Source: an optimization exercise on an open RTL-to-GDS flow (aim: small area). Production flows keep margins and buffers that such runs may drop.
Only simulation tests tie the RTL to the original design; equivalence was not proved.

// chen_cordic
module chen_cordic #(
    parameter ROTATE_TYPE = "ROTATE",
    parameter DATABITS = 17,
    parameter ITERATIONS = 16
)(
    input clk,
    input rst_n,
    input Validin,
    input signed [DATABITS-1:0] Xin,
    input signed [DATABITS-1:0] Yin,
    input signed [17:0] Ain,
    output Validout,
    output signed [DATABITS-1:0] Xout,
    output signed [DATABITS-1:0] Yout,
    output signed [17:0] Aout
);
For scale: ~2,400 cells after synthesis, roughly 710 flip-flops, ~110 I/O pins, roughly 0.036 mm² of cells after synthesis.
Settings: LEC_CHECK=0, CAP_MARGIN=20, CORE_MARGIN=2, CORE_UTILIZATION=40, CTS_BUF_LIST=sky130_fd_sc_hd__clkbuf_8, CTS_CLUSTER_DIAMETER=40, CTS_CLUSTER_SIZE=20, SLEW_MARGIN=20, SYNTH_HIERARCHICAL=1, SYNTH_MINIMUM_KEEP_SIZE=0; clock period 6.5 ns.
run.sh (not shown) runs the stock make flow with config.mk's settings and CLKGATE_MAP_FILE= SYNTH_SCRIPT=/design/flow/synth_recipe.tcl, a recipe that flattens the netlist after the stock synthesis.
Rerun with:
- CTS_CLUSTER_DIAMETER: 40 -> 60
After rerunning:
- sequential cell count does not change
- final area is lower by 2.1%
- cell count is lower by 1.7%
- worst hold slack gains 0.0065 ns
- synthesized cell count stays the same
- sequential share of layout area is higher by 0.77 points
- routed wire length is lower by 1.4%
- utilization is lower by 0.98 points
Rerun with:
- CTS_BUF_LIST: sky130_fd_sc_hd__clkbuf_8 -> sky130_fd_sc_hd__clkbuf_4 sky130_fd_sc_hd__clkbuf_8 sky130_fd_sc_hd__clkbuf_16
- CTS_CLUSTER_DIAMETER: 60 -> 40
- CTS_CLUSTER_SIZE: 20 -> 16
Result: Via count climbs by 1.2%. First-iteration DRC count climbs by 3.2%. Wire length climbs by about 1.6%. Area after synthesis is unchanged. Utilization climbs by 2.2 points. Final cell count climbs by 1.7%. Clock-buffer cell count climbs by 55.
Rerun with:
==> flow/flow/run.sh (new file) <==
#!/bin/bash
# The standard layout (the standard.sh, all steps), with one change: the buffer that
# placement puts on every input and output port is a plain sky130_fd_sc_hd__buf_2 instead of
# the cell buffer_ports picks by itself (a 10 um2 delay buffer). Every port still gets its buffer.
set -euo pipefail
export BUFFER_PORTS_ARGS="-buffer_cell sky130_fd_sc_hd__buf_2"
bash standard.sh > standard.log 2>&1
==> flow/standard.sh (new file) <==
#!/bin/bash
# synth_recipe.tcl (not shown) runs the flow's synth.tcl, then flattens the netlist and writes it again
# the make line also repeats each setting of config.mk as NAME=value (left out here)
make -C /OpenROAD-flow-scripts/flow DESIGN_CONFIG=/design/flow/config.mk WORK_HOME=/design/flow/orfs CLKGATE_MAP_FILE= SYNTH_SCRIPT=/design/flow/synth_recipe.tcl "${@:-finish}"
- CTS_BUF_LIST: sky130_fd_sc_hd__clkbuf_4 sky130_fd_sc_hd__clkbuf_8 sky130_fd_sc_hd__clkbuf_16 -> sky130_fd_sc_hd__clkbuf_8
- CTS_CLUSTER_DIAMETER: 40 -> 50
removed: flow/run.sh
Effect: Worst setup slack gains 0.0082 ns. Global-route usage is about the same. Register-to-register slack is about the same. Final area came out lower by 4.8%. Sequential cell count is unchanged. Non-clock buffer count falls by 4. Die area stays the same. Core utilization goes down by 2.3 points.

---

chen_cordic, a different RTL version from the one above (not shown whole).
Size in the first run: about 2400 cells after synthesis, roughly 660 flip-flops, roughly 110 I/O pins, roughly 34000 um^2 of cells after synthesis.
Design chen_cordic, start of the top module:
module chen_cordic #(
    parameter ROTATE_TYPE = "ROTATE",
    parameter DATABITS = 17,
    parameter ITERATIONS = 16
)(
    input clk,
    input rst_n,
    input Validin,
    input signed [DATABITS-1:0] Xin,
    input signed [DATABITS-1:0] Yin,
    input signed [17:0] Ain,
    output Validout,
    output signed [DATABITS-1:0] Xout,
    output signed [DATABITS-1:0] Yout,
    output signed [17:0] Aout
);
    function hi_; input [17:0] v; hi_ = $signed(v) > 18'sd51471; endfunction
    function lo_; input [17:0] v; lo_ = $signed(v) < -18'sd51471; endfunction
    function hp_; input [17:0] v; hp_ = $signed(v) >= 18'sd102943; endfunction
    function [15:0] a1_; input [17:0] v; input hi, lo, p0;
        reg [17:0] c0;
        begin
            c0 = hi ? (p0 ? -18'sd102943-18'sd25736 : -18'sd102943+18'sd25736) : lo ? (18'sd102943-18'sd25736) : v[17] ? 18'sd25736 : -18'sd25736;
            a1_ = v + c0;
        end
    endfunction
  ...
==> flow/config.mk <==
export PLATFORM = sky130hd
export DESIGN_NAME = chen_cordic
export DESIGN_NICKNAME = chen_cordic
export VERILOG_FILES = /design/flow/design.v
export SDC_FILE = /design/flow/constraint.sdc
export NUM_CORES = 4
export LEC_CHECK = 0
export CAP_MARGIN = 20
export CORE_MARGIN = 2
export CORE_UTILIZATION = 70
export CTS_BUF_LIST = sky130_fd_sc_hd__clkbuf_8
export CTS_CLUSTER_DIAMETER = 60
export CTS_CLUSTER_SIZE = 20
export SLEW_MARGIN = 20
export SYNTH_HIERARCHICAL = 1
export SYNTH_MINIMUM_KEEP_SIZE = 0
==> flow/constraint.sdc <==
create_clock -name core_clock -period 6.5 [get_ports {clk}]
set_input_delay 1.3000 -clock core_clock [delete_from_list [all_inputs] [get_ports {clk}]]
set_output_delay 1.3000 -clock core_clock [all_outputs]
set_load 0.01 [all_outputs]
standard.sh (not shown) runs the stock make flow with config.mk's settings and CLKGATE_MAP_FILE= SYNTH_SCRIPT=/design/flow/synth_recipe.tcl, a recipe that flattens the netlist after the stock synthesis.
==> flow/flow/run.sh <==
#!/bin/bash
# The standard layout (the standard.sh, all steps), with one change: the buffer that
# placement puts on every input and output port is a plain sky130_fd_sc_hd__buf_1 instead of
# the cell buffer_ports picks by itself (a 10 um2 delay buffer). Every port still gets its buffer.
set -euo pipefail
export BUFFER_PORTS_ARGS="-buffer_cell sky130_fd_sc_hd__buf_1"
bash standard.sh > standard.log 2>&1
The baseline finished clean.
Edit:
Settings changed: CORE_UTILIZATION 70 to 40.
After rerunning: The changed run finished clean; area after synthesis is unchanged; via count fell slightly; cell area rose by a few percent; global-route usage fell by 11 points; cell count rose by about a fifth; first-iteration DRC count fell by a quarter to a third; clock-buffer cell count rose by 11; die area rose by well over a third; maximum frequency rose slightly.
Edit:
Settings changed: CORE_UTILIZATION 40 to 55, CTS_BUF_LIST sky130_fd_sc_hd__clkbuf_8 to sky130_fd_sc_hd__clkbuf_16, CTS_CLUSTER_DIAMETER 60 to 80, CTS_CLUSTER_SIZE 20 to 32.
- worst hold slack improves by 0.032 ns
- core utilization grows by 16 points
- clock-buffer cell count came out lower by 25
- maximum frequency is about the same
- setup slack is about the same
- die area decreases by 27%
Edit:
Settings changed: CORE_UTILIZATION 55 to 82, CTS_BUF_LIST sky130_fd_sc_hd__clkbuf_16 to sky130_fd_sc_hd__clkbuf_8, CTS_CLUSTER_DIAMETER 80 to 60, CTS_CLUSTER_SIZE 32 to 20.
With this change the flow finished with negative setup slack left.
Cell count shrinks by roughly a tenth.
Synthesized area stays the same.
Via count grows by a little under a tenth.
Hold slack degrades by 0.024 ns.
Edit:
Settings changed: CORE_UTILIZATION 82 to 55.
This time the run produced a clean layout. Cell count increases by 11%. Final area increases by 1.6%. First-iteration DRC count decreases by 43%. Utilization decreases by 28 points. Routed wire length decreases by 13%. Clock skew increases by 0.014 ns. Setup slack gains 0.24 ns.

[re-timing with driven ports]
In the flow no input, the clock included, has a driving cell. The finished layouts below were timed again as built, in two steps.
Step 1 assumes that a clkbuf_16 drives the clock port and a buf_2 every other input.
Step 2, shift: input delay + t, output delay - t, t = (earliest + latest rising clock arrival at the registers) / 2. This alone moves slack from input paths to output paths.
a / b / c = ideal / step 1 / step 2; a / b = the first two.
| run | shift t [ns] | setup slack, ns | clock arrival spread, ns |
|---|---|---|---|
| the first run of note 1 | 0.755 | 0.181 / 0.181 / 0.181 | 0.047 / 0.046 |
| the second run of note 1 | 0.764 | 0.140 / 0.140 / 0.140 | 0.056 / 0.056 |
| the third run of note 1 | 0.696 | 0.147 / 0.147 / 0.147 | 0.028 / 0.029 |
| the fourth run of note 1 | 0.736 | 0.156 / 0.156 / 0.156 | 0.038 / 0.038 |
| the first run of note 2 | 0.722 | 0.120 / 0.120 / 0.120 | 0.042 / 0.042 |
| the second run of note 2 | 0.744 | 0.165 / 0.165 / 0.165 | 0.063 / 0.063 |
| the third run of note 2 | 0.630 | 0.164 / 0.164 / 0.164 | 0.048 / 0.048 |
| the fourth run of note 2 | 0.698 | -0.065 / -0.065 / -0.065 | 0.047 / 0.048 |
| the fifth run of note 2 | 0.708 | 0.178 / 0.178 / 0.178 | 0.056 / 0.056 |
